Context: an optimization exercise on an open-source flow, tuned for small area and a short achievable clock period. The choices shown serve that exercise and are no tape-out recipe. In this exercise RTL edits were held to simulation tests only and were not proved equivalent to the original. No run shown here takes its clock network from TritonCTS; it comes from the design's own scripts or RTL. The flow treats the clock pin as an ideal source. Dropping or thinning the clock tree relies on that and would not hold on a real chip.

==> flow/design.v (outline; a module is shown in full before it is edited, if it fits) <==
// module mult_top: 22 lines
// module full_adder: 7 lines
// module half_adder: 7 lines
// module inverter: 6 lines
// module signed_array_mplier: 4755 lines
module mult_top (
    input             clk,
    input      [31:0] mplier,
    input      [31:0] mcand,
    output     [63:0] product
);
  // ...
==> flow/flow/run.sh <==
#!/bin/bash
# Own layout flow: the standard flow (standard.sh) with the standard
# synthesis unchanged, then the layout steps with
#  - plain buffers (buf_2) on the ports,
#  - a two-level balanced clock tree (flow/cts_own.tcl) in place of ORFS's CTS,
#  - repair_timing aiming at a slack margin below the fixed clock period, so
#    that it sizes and buffers the multiplier's critical paths.
# The output of each make run is in make_*.log here; each step's log is in
# orfs/logs/.
set -euo pipefail
export OWN_FLOW_DIR=$(pwd)/flow
bash standard.sh synth > make_synth.log 2>&1
bash standard.sh \
  SETUP_SLACK_MARGIN=21.6 \
  "BUFFER_PORTS_ARGS=-buffer_cell sky130_fd_sc_hd__buf_2" \
  PRE_CTS_TCL=$OWN_FLOW_DIR/cts_own.tcl \
  finish > make_finish.log 2>&1
==> flow/flow/cts_own.tcl <==
set own_l1 sky130_fd_sc_hd__clkbuf_8
set own_l2 sky130_fd_sc_hd__clkbuf_16
set db [ord::get_db]
set block [ord::get_db_block]
set clk_net [$block findNet clk]
set sinks {}
foreach it [$clk_net getITerms] {
  set inst [$it getInst]
  set bb [$inst getBBox]
  set x [expr {([$bb xMin] + [$bb xMax]) / 2}]
  set y [expr {([$bb yMin] + [$bb yMax]) / 2}]
  lappend sinks [list $it $x $y]
}
puts "own cts: [llength $sinks] clock sinks"

# split items (lists whose elements 1, 2 are x, y) into two halves of equal
# size along the longer side of their bounding box
proc own_halves {items} {
  set xs {}; set ys {}
  foreach s $items { lappend xs [lindex $s 1]; lappend ys [lindex $s 2] }
  set xs [lsort -integer $xs]; set ys [lsort -integer $ys]
  set idx [expr {([lindex $xs end] - [lindex $xs 0]) >= ([lindex $ys end] - [lindex $ys 0]) ? 1 : 2}]
  set sorted [lsort -integer -index $idx $items]
  set h [expr {[llength $sorted] / 2}]
  return [list [lrange $sorted 0 [expr {$h - 1}]] [lrange $sorted $h end]]
}
proc own_centroid {items} {
  set sx 0; set sy 0
  foreach s $items { incr sx [lindex $s 1]; incr sy [lindex $s 2] }
  return [list [expr {$sx / [llength $items]}] [expr {$sy / [llength $items]}]]
}
proc own_buffer {name master in_net cx cy} {
  set block [ord::get_db_block]
  set inst [odb::dbInst_create $block $master $name]
  set net [odb::dbNet_create $block "${name}_net"]
  $net setSigType CLOCK
  [$inst findITerm A] connect $in_net
  [$inst findITerm X] connect $net
  set m [$inst getMaster]
  $inst setLocation [expr {$cx - [$m getWidth] / 2}] [expr {$cy - [$m getHeight] / 2}]
  $inst setPlacementStatus PLACED
  return $net
}

set m1 [$db findMaster $own_l1]
set m2 [$db findMaster $own_l2]
set quarters {}
foreach h [own_halves $sinks] { foreach q [own_halves $h] { lappend quarters $q } }
set qi 0
foreach q $quarters {
  set eighths [own_halves $q]
  set leaves {}
  foreach e $eighths { lappend leaves [concat [own_centroid $e]] }
  # first-level buffer midway between its two second-level buffers
  set c1 [own_centroid [list [concat x [lindex $leaves 0]] [concat x [lindex $leaves 1]]]]
  set n1 [own_buffer "clkbuf_own_l1_$qi" $m1 $clk_net [lindex $c1 0] [lindex $c1 1]]
  set ei 0
  foreach e $eighths {
    set c2 [own_centroid $e]
    set n2 [own_buffer "clkbuf_own_l2_${qi}_$ei" $m2 $n1 [lindex $c2 0] [lindex $c2 1]]
    foreach s $e {
      set it [lindex $s 0]
      $it disconnect
      $it connect $n2
    }
    puts "own cts: clkbuf_own_l2_${qi}_$ei drives [llength $e] registers"
    incr ei
  }
  incr qi
}
set_propagated_clock [all_clocks]
rename clock_tree_synthesis own_unused_clock_tree_synthesis
proc clock_tree_synthesis {args} {
  puts "own cts: ORFS clock_tree_synthesis skipped, two-level tree built by flow/cts_own.tcl"
}
==> flow/standard.sh <==
#!/bin/bash
# synth_recipe.tcl (not shown) runs the flow's synth.tcl, then flattens the netlist and writes it again
# the make line also repeats each setting of config.mk as NAME=value (left out here)
make -C /OpenROAD-flow-scripts/flow DESIGN_CONFIG=/design/flow/config.mk WORK_HOME=/design/flow/orfs CLKGATE_MAP_FILE= SYNTH_SCRIPT=/design/flow/synth_recipe.tcl "${@:-finish}"
==> flow/config.mk <==
export PLATFORM = sky130hd
export DESIGN_NAME = mult_top
export DESIGN_NICKNAME = mult_top
export VERILOG_FILES = /design/flow/design.v
export SDC_FILE = /design/flow/constraint.sdc
export NUM_CORES = 4
export LEC_CHECK = 0
export ABC_AREA = 1
export CAP_MARGIN = 20
export CORE_MARGIN = 2
export CORE_UTILIZATION = 40
export SLEW_MARGIN = 20
export SYNTH_HIERARCHICAL = 1
export SYNTH_MINIMUM_KEEP_SIZE = 0
==> flow/constraint.sdc <==
create_clock -name core_clock -period 28.0 [get_ports {clk}]
set_input_delay 5.6000 -clock core_clock [delete_from_list [all_inputs] [get_ports {clk}]]
set_output_delay 5.6000 -clock core_clock [all_outputs]
set_load 0.01 [all_outputs]
==> results.tsv, run 1 <==
stage	metric	value	unit
cells_and_area	sequential share of cell area	9.571	%
synth	cells after synthesis	2572	
place	Placed Cells	3271	
die	die height	253.0	um
cells_and_area	multi-input combinational area share	75.90	%
worst_setup_path	Crit-path slowest cell	dfxtp_2	
global_route	met1 global-route usage	31.11	%
worst_setup_path	slowest stage delay, CP	0.33	ns
route	DR vias	20000	
cells_and_area	Largest register FFs	64	
synth	top cells by count, synth	522 x xnor2_1, 493 x o22ai_1, 440 x fa_1, 178 x nand2_1, 151 x inv_1	
route	routed wl met2	40760	um
cells_and_area	FILL cells	5920	
synth	Synth Area in XOR/XNOR	19.60	%
route	vias per cell	5.993	
route	Pre-antenna DRT Iters	5	
synth	#FFs+latches synth	128	
worst_setup_path	r2r endpoint	product_q[48]$_DFF_P_	
cells_and_area	Area Growth Syn to Fin	9.463	%
clocking	post-CTS setup buffers	8	
synth	Synthesized Nets	3202	
synth	Post-synth EDFFs	0	
route	Top Layer Used	met5	
run_status	status	timing/DRC/antenna clean	
cells_and_area	Post-Layout Inst Area	27150	um^2
timing	Tmin final	6.365	ns
worst_setup_path	critical path's top delay family	flip-flops	
clocking	post-cts repair resize count	80	
place	dpl cell area	25480	um^2
synth	synthesized cell area	24810	um^2
die	io pins	129	
global_route	initial antenna violation count	1	
timing	Tcrit/Tclk final	22.73	%
worst_setup_path	Crit path required time	22.40	ns
die	number of core rows	91	
min_path	HP Start	mplier_q[30]$_DFF_P_	
timing	final setup vio count	0	
global_route	largest net degree at the start of global routing	36	
clocking	clock-pin slew on the worst setup and hold paths	0.09	ns
min_path	Hold Crit Class	register to register	
cells_and_area	layout cells sized above 1	14.84	%
==> run 2: changes to the inputs <==
--- a/flow/flow/run.sh
+++ b/flow/flow/run.sh
@@ -11,7 +11,7 @@
 export OWN_FLOW_DIR=$(pwd)/flow
 bash standard.sh synth > make_synth.log 2>&1
 bash standard.sh \
-  SETUP_SLACK_MARGIN=21.6 \
+  SETUP_SLACK_MARGIN=21.5 \
   "BUFFER_PORTS_ARGS=-buffer_cell sky130_fd_sc_hd__buf_2" \
   PRE_CTS_TCL=$OWN_FLOW_DIR/cts_own.tcl \
   finish > make_finish.log 2>&1
==> run 2 against run 1 <==
  * Still clean
  * Flip-flop and latch count unchanged
  * Final cell count decreased by 0.72%
  * Worst setup slack got worse by 0.0056 ns
  * Core utilization decreased by 0.88 points
  * First-iteration DRC count increased by 2.7%
  * Area after synthesis unchanged
  * Register-to-register slack about the same
  * Global-route usage about the same
  * Critical endpoint is now product[30]
==> results.tsv, run 2 <==
stage	metric	value	unit	change
timing	Tmin final	6.371	ns	was 6.365 ns
global_route	Total GRT Usage	24.89	%	was 24.92%
worst_setup_path	crit end category	output pin		unchanged
route	met3 WL	5921	um	was 6329 um
min_path	HP Start	mplier_q[30]$_DFF_P_		unchanged
die	Core ar.	61480	um^2	unchanged
place	dpl hpwl	60130	um	unchanged
cells_and_area	FILL cells	5969		was 5920
synth	Synth cell types	38		unchanged
synth	most frequent cell after synthesis	xnor2_1		unchanged
die	Die W	253.0	um	unchanged
worst_setup_path	slowest stage delay, CP	0.33	ns	about the same
min_path	worst hold path endpoint	product_q[63]$_DFF_P_		unchanged
worst_setup_path	Critical Path AT	0.77	ns	about the same
timing	RSZ-0062 raised after global routing	false		was true
route	antenna viol nets, final	0		unchanged
synth	asr flop ratio synth	0	%	unchanged
cells_and_area	Area Growth Syn to Fin	7.289	%	was 9.463%
synth	Post-synth EDFFs	0		unchanged
cells_and_area	Finished Core Util	43.28	%	was 44.16%
worst_setup_path	Crit path required time	22.40	ns	about the same
global_route	largest net degree at the start of global routing	36		unchanged
synth	#FFs+latches synth	128		unchanged
cells_and_area	Post-Layout Inst Area	26610	um^2	was 27150 um^2
timing	Tcrit/Tclk final	22.75	%	was 22.73%
worst_setup_path	critical path's top delay family	flip-flops		unchanged
run_status	status	timing/DRC/antenna clean		unchanged
timing	PnR worst setup slack	21.63	ns	about the same
global_route	initial antenna violation count	1		unchanged
cells_and_area	layout cells sized above 1	12.68	%	was 14.84%
timing	Fmax	157.0	MHz	was 157.1 MHz
cells_and_area	Nets	3156		was 3180
worst_setup_path	worst path bufs/invs	1		unchanged
min_path	worst hold path cell count	7		unchanged
worst_setup_path	slack of the worst reg-to-reg path	21.74	ns	about the same
place	pre-CTS WS	19.49	ns	unchanged
worst_setup_path	r2r endpoint	product_q[48]$_DFF_P_		unchanged
min_path	Hold Crit Class	register to register		unchanged
synth	cells after synthesis	2572		unchanged
route	Top Layer Used	met5		unchanged
die	number of core rows	91		unchanged
route	Routed Wire Length	79880	um	was 82180 um
worst_setup_path	Worst Path Max Fanout	1		unchanged
worst_setup_path	Crit-path slowest cell	dfxtp_1		was dfxtp_2
clocking	worst-skew pair later-pin latency	0.33	ns	about the same
synth	Synth Warn #	7		unchanged
clocking	clock-pin slew on the worst setup and hold paths	0.09	ns	about the same
cells_and_area	most frequent cells in the layout	520 x xnor2_1, 489 x o22ai_1, 440 x fa_1, 169 x nand2_1, 138 x inv_1		was 521 x xnor2_1, 477 x o22ai_1, 429 x fa_1, 168 x nand2_1, 137 x inv_1
route	DRT met1 WL	30920	um	was 31560 um
synth	top cells by count, synth	522 x xnor2_1, 493 x o22ai_1, 440 x fa_1, 178 x nand2_1, 151 x inv_1		unchanged
timing	Slew Viols, Final	0		unchanged
cells_and_area	Regs by FF count	product_q (64), mcand_q (32), mplier_q (32)		unchanged
cells_and_area	Antenna Cells	0		unchanged
worst_setup_path	RR Startpoint	mplier_q[25]$_DFF_P_		was mplier_q[2]$_DFF_P_
route	vias per cell	5.982		was 5.993
place	placer congestion estimate	0.9325		unchanged
timing	clock skew	0.04825	ns	was 0.04764 ns
synth	synthesized cell area	24810	um^2	unchanged
synth	sequential area share after synthesis	10.33	%	unchanged
timing	final hold viol count	0		unchanged
place	dpl cell area	25480	um^2	unchanged
route	Iter 0 DRT Violations	1811		was 1763
synth	Area contributors post-synth	fa_1 36%, xnor2_1 18%, o22ai_1 12%, dfxtp_1 10%, ha_1 6.3%		unchanged
place	Placed Cells	3271		unchanged
global_route	global route overflow	0		unchanged
global_route	vias in the first global route	21490		about the same
worst_setup_path	critical path launch point type	register		unchanged
route	Pre-antenna DRT Iters	7		was 5
synth	Main synth FF type	dfxtp_1		unchanged
synth	top cell type's share of synthesized area	35.51	%	unchanged
route	DR vias	19820		was 20000
global_route	first-pass GRT wire length	123700	um	unchanged
synth	Synth area leader	fa_1		unchanged
timing	final setup vio count	0		unchanged
synth	Synthesized Nets	3202		unchanged
place	PortBufs	128		unchanged
worst_setup_path	FF-to-FF path depth	21		was 20
die	die height	253.0	um	unchanged
cells_and_area	commonest non-fill, non-tap cell in the layout	xnor2_1		unchanged
timing	Slew @ Worst Pin	0.6370	ns	was 0.6448 ns
worst_setup_path	Setup CP Type	register to output pin		unchanged
flow_run	MaxCap Viol Count	0		unchanged
route	DRC	0		unchanged
timing	Rel. slew slack	57.30	%	was 56.77%
timing	Setup TNS Final	0	ns	unchanged
die	io pins	129		unchanged
die	initial core utilization	40.34	%	unchanged
route	Wirelength per Cell	24.10	um	was 24.62 um
die	Die Area	64020	um^2	unchanged
synth	syn avg cell area	9.644	um^2	unchanged
cells_and_area	Largest register FFs	64		unchanged
cells_and_area	register bank with the most flops	product_q		unchanged
worst_setup_path	CP Cell Sequence	buf_2		was buf_6
route	routed wl met2	39330	um	was 40760 um
cells_and_area	post-route insts no fill	3314		was 3338
[run 2: cell families (layout without fill, tap and decap cells)]
group	after synthesis	count (layout)	share of synthesized area (%)
AOI/OAI and AO/OA	585	585	14.88
adders and majority gates	565	565	41.82
xor gates and xnor gates	555	555	19.60
buffers and inverters	442	394	8.388
and+or+nand+nor	297	297	4.994
DFF	128	128	10.33
[run 2: worst register-to-register path, cell delays in order (launching register included)]
cell,delay (ns)
dfxtp_2,0.32
clkbuf_8,0.28
ha_1,0.46
nor2_1,0.07
inv_2,0.18
buf_4,0.35
o22ai_1,0.16
fa_1,0.59
fa_1,0.47
fa_1,0.56
fa_1,0.45
fa_1,0.51
ha_1,0.37
nand2_2,0.11
nor2_4,0.15
nand2_2,0.10
nor3_4,0.20
nand2_4,0.09
nand2_8,0.15
inv_1,0.09
fa_1,0.37
xnor2_1,0.13
[run 2: layout make-up]
class	instances	area, um^2	share of cell area [%]
buffer	12	255.2	0.9591
inverter	152	608.1	2.285
multi-input combinational	2002	20400	76.67
sequential	128	2590	9.732
tap	790	988.4	3.714
timing repair buffer	226	1740	6.540
timing repair inverter	4	27.53	0.1034
[run 2: through the flow]
stage | hold WS (ns)
global placement | 0.8971
CTS | 0.9276
floorplan | 0.5720
finish | 0.9189
detailed placement | 0.9109
global route | 0.9888
[run 2: timing repair]
item / CTS / global route
hold buffers: 0 / 0
pin swaps: 0 / 3
buffers inserted: 8 / 14
resized for setup: 60 / 77
cloned: 5 / 4
setup endpoints to repair: 52 / 18
[run 2: how the worst max path moves through the flow]
stage                               start               endpoint  slack (ns)  depth (start not counted)
floorplan            product_q[0]$_DFF_P_             product[0]       22.07                          0
global placement      mplier_q[3]$_DFF_P_  product_q[47]$_DFF_P_       19.56                         20
detailed placement    mplier_q[3]$_DFF_P_  product_q[48]$_DFF_P_       19.49                         20
CTS                  mplier_q[11]$_DFF_P_  product_q[48]$_DFF_P_       21.50                         22
global route          mplier_q[5]$_DFF_P_  product_q[47]$_DFF_P_       21.47                         29
finish              product_q[30]$_DFF_P_            product[30]       21.63                          1
[run 2: per-module statistics from Yosys, one instance, submodules excluded, excerpt]
module      flops+latches  area (um^2)  times used
full_adder              0        20.02         427
mult_top              128         2562           1
half_adder              0        12.51          40
[run 2: layer usage]
layer  up-vias  global-route usage [%]
met3       235                   3.392
met5         -                       0
li1       8568                       -
met2       959                   43.54
met4         2                   9.535
met1     10060                   31.11
==> run 3: changes to the inputs <==
--- a/flow/flow/run.sh
+++ b/flow/flow/run.sh
@@ -11,7 +11,7 @@
 export OWN_FLOW_DIR=$(pwd)/flow
 bash standard.sh synth > make_synth.log 2>&1
 bash standard.sh \
-  SETUP_SLACK_MARGIN=21.5 \
+  SETUP_SLACK_MARGIN=21.75 \
   "BUFFER_PORTS_ARGS=-buffer_cell sky130_fd_sc_hd__buf_2" \
   PRE_CTS_TCL=$OWN_FLOW_DIR/cts_own.tcl \
   finish > make_finish.log 2>&1
==> run 3 against run 2 <==
  * Core utilization increased by 1.8 points
  * Highest routed layer unchanged
  * Still clean on timing, DRC and antenna
  * Via count rose by 1.4%
  * First-iteration DRC count decreased by 2.0%
  * Area after synthesis is the same
  * Critical path depth unchanged
  * Synthesized cell count stayed put
  * Clock skew is 0.0033 ns higher
  * Final cell count increased by 0.91%
  * Die area unchanged
==> results.tsv, run 3 <==
stage	metric	value	unit	change
run_status	status	timing/DRC/antenna clean		unchanged
place	dpl cell area	25480	um^2	unchanged
synth	#FFs+latches synth	128		unchanged
cells_and_area	multi-input logic area	20790	um^2	was 20400 um^2
timing	RSZ-0062 raised after global routing	true		was false
cells_and_area	Antenna Cells	0		unchanged
timing	Rel. slew slack	57.64	%	was 57.30%
cells_and_area	Post-Layout Inst Area	27710	um^2	was 26610 um^2
worst_setup_path	Setup CP Type	register to output pin		unchanged
cells_and_area	Finished Core Util	45.07	%	was 43.28%
synth	syn avg cell area	9.644	um^2	unchanged
die	number of core rows	91		unchanged
timing	clock skew	0.05155	ns	was 0.04825 ns
synth	top cells by count, synth	522 x xnor2_1, 493 x o22ai_1, 440 x fa_1, 178 x nand2_1, 151 x inv_1		unchanged
global_route	global route overflow	0		unchanged
timing	final setup vio count	0		unchanged
route	Wirelength per Cell	24.82	um	was 24.10 um
worst_setup_path	CP Cell Sequence	buf_6		was buf_2
synth	sequential area share after synthesis	10.33	%	unchanged
cells_and_area	commonest non-fill, non-tap cell in the layout	xnor2_1		unchanged
min_path	worst hold path endpoint	product_q[0]$_DFF_P_		was product_q[63]$_DFF_P_
worst_setup_path	slack of the worst reg-to-reg path	21.87	ns	was 21.74 ns
global_route	first-pass GRT wire length	125500	um	was 123700 um
synth	asr flop ratio synth	0	%	unchanged
worst_setup_path	crit end category	output pin		unchanged
flow_run	MaxCap Viol Count	0		unchanged
cells_and_area	layout cells sized above 1	16.84	%	was 12.68%
cells_and_area	Regs by FF count	product_q (64), mcand_q (32), mplier_q (32)		unchanged
global_route	Total GRT Usage	25.36	%	was 24.89%
worst_setup_path	slowest stage delay, CP	0.33	ns	about the same
timing	Slew Viols, Final	0		unchanged
timing	final hold viol count	0		unchanged
die	Die W	253.0	um	unchanged
worst_setup_path	worst path bufs/invs	1		unchanged
synth	Synth cell types	38		unchanged
worst_setup_path	Critical Path AT	0.77	ns	about the same
cells_and_area	Nets	3186		was 3156
cells_and_area	Area Growth Syn to Fin	11.72	%	was 7.289%
cells_and_area	Largest register FFs	64		unchanged
route	vias per cell	6.013		was 5.982
route	Iter 0 DRT Violations	1775		was 1811
global_route	initial antenna violation count	1		unchanged
timing	Tcrit/Tclk final	22.74	%	was 22.75%
cells_and_area	Seq. cell area	2625	um^2	was 2590 um^2
synth	Post-synth EDFFs	0		unchanged
die	Die Area	64020	um^2	unchanged
timing	Slew @ Worst Pin	0.6319	ns	was 0.6370 ns
die	die height	253.0	um	unchanged
synth	Synth area leader	fa_1		unchanged
timing	Setup TNS Final	0	ns	unchanged
synth	Area contributors post-synth	fa_1 36%, xnor2_1 18%, o22ai_1 12%, dfxtp_1 10%, ha_1 6.3%		unchanged
worst_setup_path	Crit path required time	22.40	ns	about the same
worst_setup_path	critical path launch point type	register		unchanged
worst_setup_path	Crit-path slowest cell	dfxtp_2		was dfxtp_1
synth	synthesized cell area	24810	um^2	unchanged
clocking	clock-pin slew on the worst setup and hold paths	0.10	ns	was 0.09 ns
synth	most frequent cell after synthesis	xnor2_1		unchanged
clocking	CTS Hold Bufs	0		unchanged
min_path	Hold Crit Class	register to register		unchanged
timing	Fmax	157.1	MHz	was 157.0 MHz
clocking	worst-skew pair later-pin latency	0.33	ns	about the same
worst_setup_path	FF-to-FF path depth	22		was 21
place	PortBufs	128		unchanged
global_route	vias in the first global route	21690		was 21490
die	Core ar.	61480	um^2	unchanged
synth	Main synth FF type	dfxtp_1		unchanged
timing	Tmin final	6.367	ns	was 6.371 ns
route	antenna viol nets, final	0		unchanged
route	DR vias	20110		was 19820
place	placer congestion estimate	0.9325		unchanged
synth	Synthesized Nets	3202		unchanged
die	initial core utilization	40.34	%	unchanged
cells_and_area	register bank with the most flops	product_q		unchanged
die	io pins	129		unchanged
worst_setup_path	r2r endpoint	product_q[47]$_DFF_P_		was product_q[48]$_DFF_P_
cells_and_area	FILL cells	5877		was 5969
worst_setup_path	RR Startpoint	mplier_q[9]$_DFF_P_		was mplier_q[25]$_DFF_P_
global_route	largest net degree at the start of global routing	36		unchanged
route	Pre-antenna DRT Iters	5		was 7
min_path	worst hold path cell count	2		was 7
route	Routed Wire Length	82990	um	was 79880 um
min_path	HP Start	mplier_q[1]$_DFF_P_		was mplier_q[30]$_DFF_P_
cells_and_area	most frequent cells in the layout	520 x xnor2_1, 466 x o22ai_1, 432 x fa_1, 168 x nand2_1, 136 x inv_1		was 520 x xnor2_1, 489 x o22ai_1, 440 x fa_1, 169 x nand2_1, 138 x inv_1
synth	Synth Warn #	7		unchanged
worst_setup_path	critical path's top delay family	flip-flops		unchanged
route	DRC	0		unchanged
place	dpl hpwl	60130	um	unchanged
worst_setup_path	Worst Path Max Fanout	1		unchanged
synth	cells after synthesis	2572		unchanged
synth	top cell type's share of synthesized area	35.51	%	unchanged
## run 3: cell types whose count changed in the layout (fill, tap and decap cells not counted), sizes merged, moves of 3 or more
cell / before / now
nand2: 190 / 193
clkbuf: 21 / 18
bufbuf: 1 / 6
buf: 216 / 240
## run 3: final cells by class
type,instances,area share (%)
Sequential cell,128,9.473
Tap cell,790,3.567
Buffer,12,0.9211
Timing Repair inverter,5,0.1264
Multi-Input combinational cell,2005,75.01
Inverter,152,2.212
Timing Repair Buffer,252,8.692
## run 3: per-stage QoR
| stage | hold WS [ns] | cells | setup WS [ns] |
|---|---|---|---|
| final | 0.8869 | 3344 | 21.63 |
| after global routing | 0.9265 | 3344 | 21.60 |
| after CTS | 0.9276 | 3308 | 21.61 |
| after detailed placement | 0.9109 | 3271 | 19.49 |
| after global placement | 0.8971 | 3271 | 19.56 |
| after floorplan | 0.5720 | 2572 | 22.07 |
## run 3: cells by family after synthesis
logic type | Yosys count | synth area share [%]
and+or+nand+nor | 297 | 4.994
buffers and inverters | 442 | 8.388
adders and majority gates | 565 | 41.82
AOI/OAI and AO/OA | 585 | 14.88
xor gates and xnor gates | 555 | 19.60
DFF | 128 | 10.33
## run 3: routing by layer
metal | vias up | GRT usage, % | share of wire (%)
li1 | 8646 | - | -
met1 | 10200 | 31.64 | 38
met2 | 1022 | 44.17 | 49
met3 | 243 | 3.608 | 7.9
met4 | 2 | 10.04 | 4.6
met5 | - | 0 | 0.016
## run 3: how the worst max path moves through the flow
stage | startpoint | slack [ns] | cells past startpoint | end
2_1_floorplan | product_q[0]$_DFF_P_ | 22.07 | 0 | product[0]
3_3_place_gp | mplier_q[3]$_DFF_P_ | 19.56 | 20 | product_q[47]$_DFF_P_
3_5_place_dp | mplier_q[3]$_DFF_P_ | 19.49 | 20 | product_q[48]$_DFF_P_
4_1_cts | product_q[19]$_DFF_P_ | 21.61 | 1 | product[19]
5_1_grt | product_q[22]$_DFF_P_ | 21.60 | 1 | product[22]
6_report | product_q[19]$_DFF_P_ | 21.63 | 1 | product[19]
## run 3: modules after synthesis, one instance, submodules excluded, excerpt
module / area (um^2) / cells / flip-flops and latches / copies in the design
mult_top: 2562 / 128 / 128 / 1
half_adder: 12.51 / 1 / 0 / 40
full_adder: 20.02 / 1 / 0 / 427
## run 3: timing repair
item                       in CTS  in global routing
setup endpoints to repair     120                 82
buffers inserted               14                 28
cloned                         11                  8
pin swaps                       1                  8
resized for setup             145                139
==> run 4: changes to the inputs <==
--- a/flow/flow/run.sh
+++ b/flow/flow/run.sh
@@ -11,7 +11,7 @@
 export OWN_FLOW_DIR=$(pwd)/flow
 bash standard.sh synth > make_synth.log 2>&1
 bash standard.sh \
-  SETUP_SLACK_MARGIN=21.75 \
+  SETUP_SLACK_MARGIN=21.45 \
   "BUFFER_PORTS_ARGS=-buffer_cell sky130_fd_sc_hd__buf_2" \
   PRE_CTS_TCL=$OWN_FLOW_DIR/cts_own.tcl \
   finish > make_finish.log 2>&1
==> run 4 against run 3 <==
  * Register-to-register slack got worse by 0.15 ns
  * Global-route usage fell by 0.48 points
  * Highest routed layer unchanged
==> results.tsv, run 4 <==
stage	metric	value	unit	change
run_status	status	timing/DRC/antenna clean		unchanged
worst_setup_path	worst path bufs/invs	1		unchanged
synth	#FFs+latches synth	128		unchanged
clocking	CTS Hold Bufs	0		unchanged
timing	final hold slack	0.9189	ns	was 0.8869 ns
worst_setup_path	Crit-path slowest cell	dfxtp_1		was dfxtp_2
timing	Rel. slew slack	58.15	%	was 57.64%
die	die height	253.0	um	unchanged
synth	Synth area leader	fa_1		unchanged
route	Iter 0 DRT Violations	1752		was 1775
worst_setup_path	Worst Path Max Fanout	1		unchanged
worst_setup_path	r2r endpoint	product_q[48]$_DFF_P_		was product_q[47]$_DFF_P_
die	Core ar.	61480	um^2	unchanged
timing	Setup TNS Final	0	ns	unchanged
synth	Synthesized Nets	3202		unchanged
timing	final hold viol count	0		unchanged
cells_and_area	FILL cells	5977		was 5877
synth	Synth Warn #	7		unchanged
worst_setup_path	Setup CP Type	register to output pin		unchanged
worst_setup_path	FF-to-FF path depth	21		was 22
synth	Area contributors post-synth	fa_1 36%, xnor2_1 18%, o22ai_1 12%, dfxtp_1 10%, ha_1 6.3%		unchanged
place	placer congestion estimate	0.9325		unchanged
place	dpl hpwl	60130	um	unchanged
global_route	Total GRT Usage	24.89	%	was 25.36%
global_route	first-pass GRT wire length	123600	um	was 125500 um
route	Wirelength per Cell	24.07	um	was 24.82 um
cells_and_area	Nets	3152		was 3186
die	io pins	129		unchanged
synth	synthesized cell area	24810	um^2	unchanged
die	Die Area	64020	um^2	unchanged
cells_and_area	Antenna Cells	0		unchanged
die	initial core utilization	40.34	%	unchanged
timing	Tmin final	6.372	ns	was 6.367 ns
synth	top cell type's share of synthesized area	35.51	%	unchanged
cells_and_area	layout cells sized above 1	12.42	%	was 16.84%
timing	Slew @ Worst Pin	0.6243	ns	was 0.6319 ns
route	Routed Wire Length	79670	um	was 82990 um
synth	most frequent cell after synthesis	xnor2_1		unchanged
clocking	worst-skew pair later-pin latency	0.33	ns	about the same
synth	sequential area share after synthesis	10.33	%	unchanged
timing	final setup vio count	0		unchanged
synth	Post-synth EDFFs	0		unchanged
worst_setup_path	Crit path required time	22.40	ns	about the same
timing	RSZ-0062 raised after global routing	false		was true
timing	Tcrit/Tclk final	22.76	%	was 22.74%
min_path	worst hold path endpoint	product_q[63]$_DFF_P_		was product_q[0]$_DFF_P_
route	vias per cell	5.946		was 6.013
global_route	global route overflow	0		unchanged
synth	Main synth FF type	dfxtp_1		unchanged
worst_setup_path	critical path depth in cells	1		unchanged
cells_and_area	commonest non-fill, non-tap cell in the layout	xnor2_1		unchanged
worst_setup_path	RR Startpoint	mplier_q[21]$_DFF_P_		was mplier_q[9]$_DFF_P_
worst_setup_path	slowest stage delay, CP	0.33	ns	about the same
worst_setup_path	CP Cell Sequence	buf_2		was buf_6
synth	Synth cell types	38		unchanged
cells_and_area	Regs by FF count	product_q (64), mcand_q (32), mplier_q (32)		unchanged
synth	cells after synthesis	2572		unchanged
route	antenna viol nets, final	0		unchanged
cells_and_area	Largest register FFs	64		unchanged
cells_and_area	Finished Core Util	43.14	%	was 45.07%
worst_setup_path	crit end category	output pin		unchanged
timing	Slew Viols, Final	0		unchanged
cells_and_area	Area Growth Syn to Fin	6.941	%	was 11.72%
global_route	largest net degree at the start of global routing	36		unchanged
cells_and_area	most frequent cells in the layout	520 x xnor2_1, 489 x o22ai_1, 440 x fa_1, 170 x nand2_1, 138 x inv_1		was 520 x xnor2_1, 466 x o22ai_1, 432 x fa_1, 168 x nand2_1, 136 x inv_1
route	DR vias	19680		was 20110
worst_setup_path	slack of the worst reg-to-reg path	21.72	ns	was 21.87 ns
min_path	HP Start	mplier_q[30]$_DFF_P_		was mplier_q[1]$_DFF_P_
route	DRC	0		unchanged
cells_and_area	register bank with the most flops	product_q		unchanged
min_path	worst hold path cell count	7		was 2
flow_run	MaxCap Viol Count	0		unchanged
min_path	Hold Crit Class	register to register		unchanged
global_route	vias in the first global route	21490		was 21690
worst_setup_path	critical path's top delay family	flip-flops		unchanged
global_route	initial antenna violation count	1		unchanged
synth	top cells by count, synth	522 x xnor2_1, 493 x o22ai_1, 440 x fa_1, 178 x nand2_1, 151 x inv_1		unchanged
place	PortBufs	128		unchanged
die	Die W	253.0	um	unchanged
timing	clock skew	0.04932	ns	was 0.05155 ns
route	Pre-antenna DRT Iters	5		unchanged
worst_setup_path	critical path launch point type	register		unchanged
clocking	clock-pin slew on the worst setup and hold paths	0.09	ns	was 0.10 ns
die	number of core rows	91		unchanged
timing	Fmax	156.9	MHz	was 157.1 MHz
worst_setup_path	Critical Path AT	0.77	ns	about the same
synth	syn avg cell area	9.644	um^2	unchanged
synth	asr flop ratio synth	0	%	unchanged
==> run 4: how the worst max path moves through the flow <==
stage,start,slack [ns],to
floorplan,product_q[0]$_DFF_P_,22.07,product[0]
detailed placement,mplier_q[3]$_DFF_P_,19.49,product_q[48]$_DFF_P_
global placement,mplier_q[3]$_DFF_P_,19.56,product_q[47]$_DFF_P_
finish,product_q[30]$_DFF_P_,21.63,product[30]
global route,mplier_q[13]$_DFF_P_,21.45,product_q[47]$_DFF_P_
CTS,mplier_q[17]$_DFF_P_,21.48,product_q[47]$_DFF_P_
==> run 4: layout make-up <==
class	instances	area, um^2	share of cell area (%)
inverter	152	608.1	2.292
timing repair inverter	4	27.53	0.1038
buffer	12	255.2	0.9622
multi-input combinational	2002	20380	76.85
sequential	128	2587	9.754
timing repair buffer	222	1675	6.316
tap	790	988.4	3.726
==> run 4: logic make-up (layout without fill, tap and decap cells) <==
group           after synthesis  count (layout)  synth area share [%]
simple gates                297             297                 4.994
buf+inv                     442             390                 8.388
compound gates              585             585                 14.88
fa+ha+maj                   565             565                 41.82
flops                       128             128                 10.33
xor+xnor                    555             555                 19.60
==> run 4: routing by layer <==
metal,GRT usage (%),part of all wire (%),vias up,routed length (um)
li1,-,-,8579,-
met1,31.07,39,9982,31040
met2,43.45,50,910,39520
met3,3.485,7.1,208,5662
met4,9.637,4.3,2,3432
met5,0,0.016,-,13
==> run 4: modules after synthesis (local to each module, per instance), excerpt <==
module,cell area (um^2),flip-flops and latches,times used
mult_top,2562,128,1
full_adder,20.02,0,427
half_adder,12.51,0,40
==> run 4: timing repair <==
| item | 4_1_cts | 5_1_grt |
|---|---|---|
| endpoints found under the setup margin | 52 | 13 |
| resized for setup | 57 | 72 |
| setup buffers | 8 | 11 |
| cloned | 5 | 3 |
| pin swaps | 0 | 2 |
==> run 4: worst register-to-register path: stages (launching register included) <==
cell,delay [ns]
dfxtp_2,0.32
clkbuf_8,0.26
ha_1,0.48
nor2_1,0.05
inv_1,0.29
buf_8,0.32
o22ai_1,0.15
fa_1,0.51
fa_1,0.53
fa_1,0.55
fa_1,0.44
fa_1,0.50
ha_1,0.36
nand2_2,0.10
nor2_4,0.15
nand2_2,0.09
nor3_2,0.17
nand2_2,0.11
nand2_8,0.15
inv_1,0.09
fa_1,0.37
xnor2_1,0.13
==> run 4: stage by stage <==
step / instance area (um^2) / worst slack, ns / std cells
2_1_floorplan: 24810 / 22.07 / 2572
3_3_place_gp: 25480 / 19.56 / 3271
3_5_place_dp: 25480 / 19.49 / 3271
4_1_cts: 26100 / 21.48 / 3296
5_1_grt: 26530 / 21.45 / 3310
6_report: 26530 / 21.63 / 3310

re-timing with driven ports:
In the flow no input, the clock included, has a driving cell. The finished layouts below were timed again as built, in two steps.
Step 1 sets driving cells, clkbuf_16 on the clock port and buf_2 on the other inputs (assumed; they add their load-dependent delay and slew).
Step 2 also shifts input and output timing later by t, the mid clock arrival at the registers, as if the neighbouring blocks saw the same clock.
a / b / c = no drivers / after step 1 / after step 2; a / b = the first two.
run | t (ns) | slack for setup (ns) | worst register clock-pin slew, ns
run 1 | 0.428 | 21.635 / 21.512 / 21.743 | 0.09 / 0.09
run 2 | 0.429 | 21.629 / 21.506 / 21.743 | 0.09 / 0.09
run 3 | 0.429 | 21.633 / 21.511 / 21.870 | 0.10 / 0.10
run 4 | 0.429 | 21.628 / 21.504 / 21.723 | 0.09 / 0.09
After both steps setup and hold are still met in every run listed.
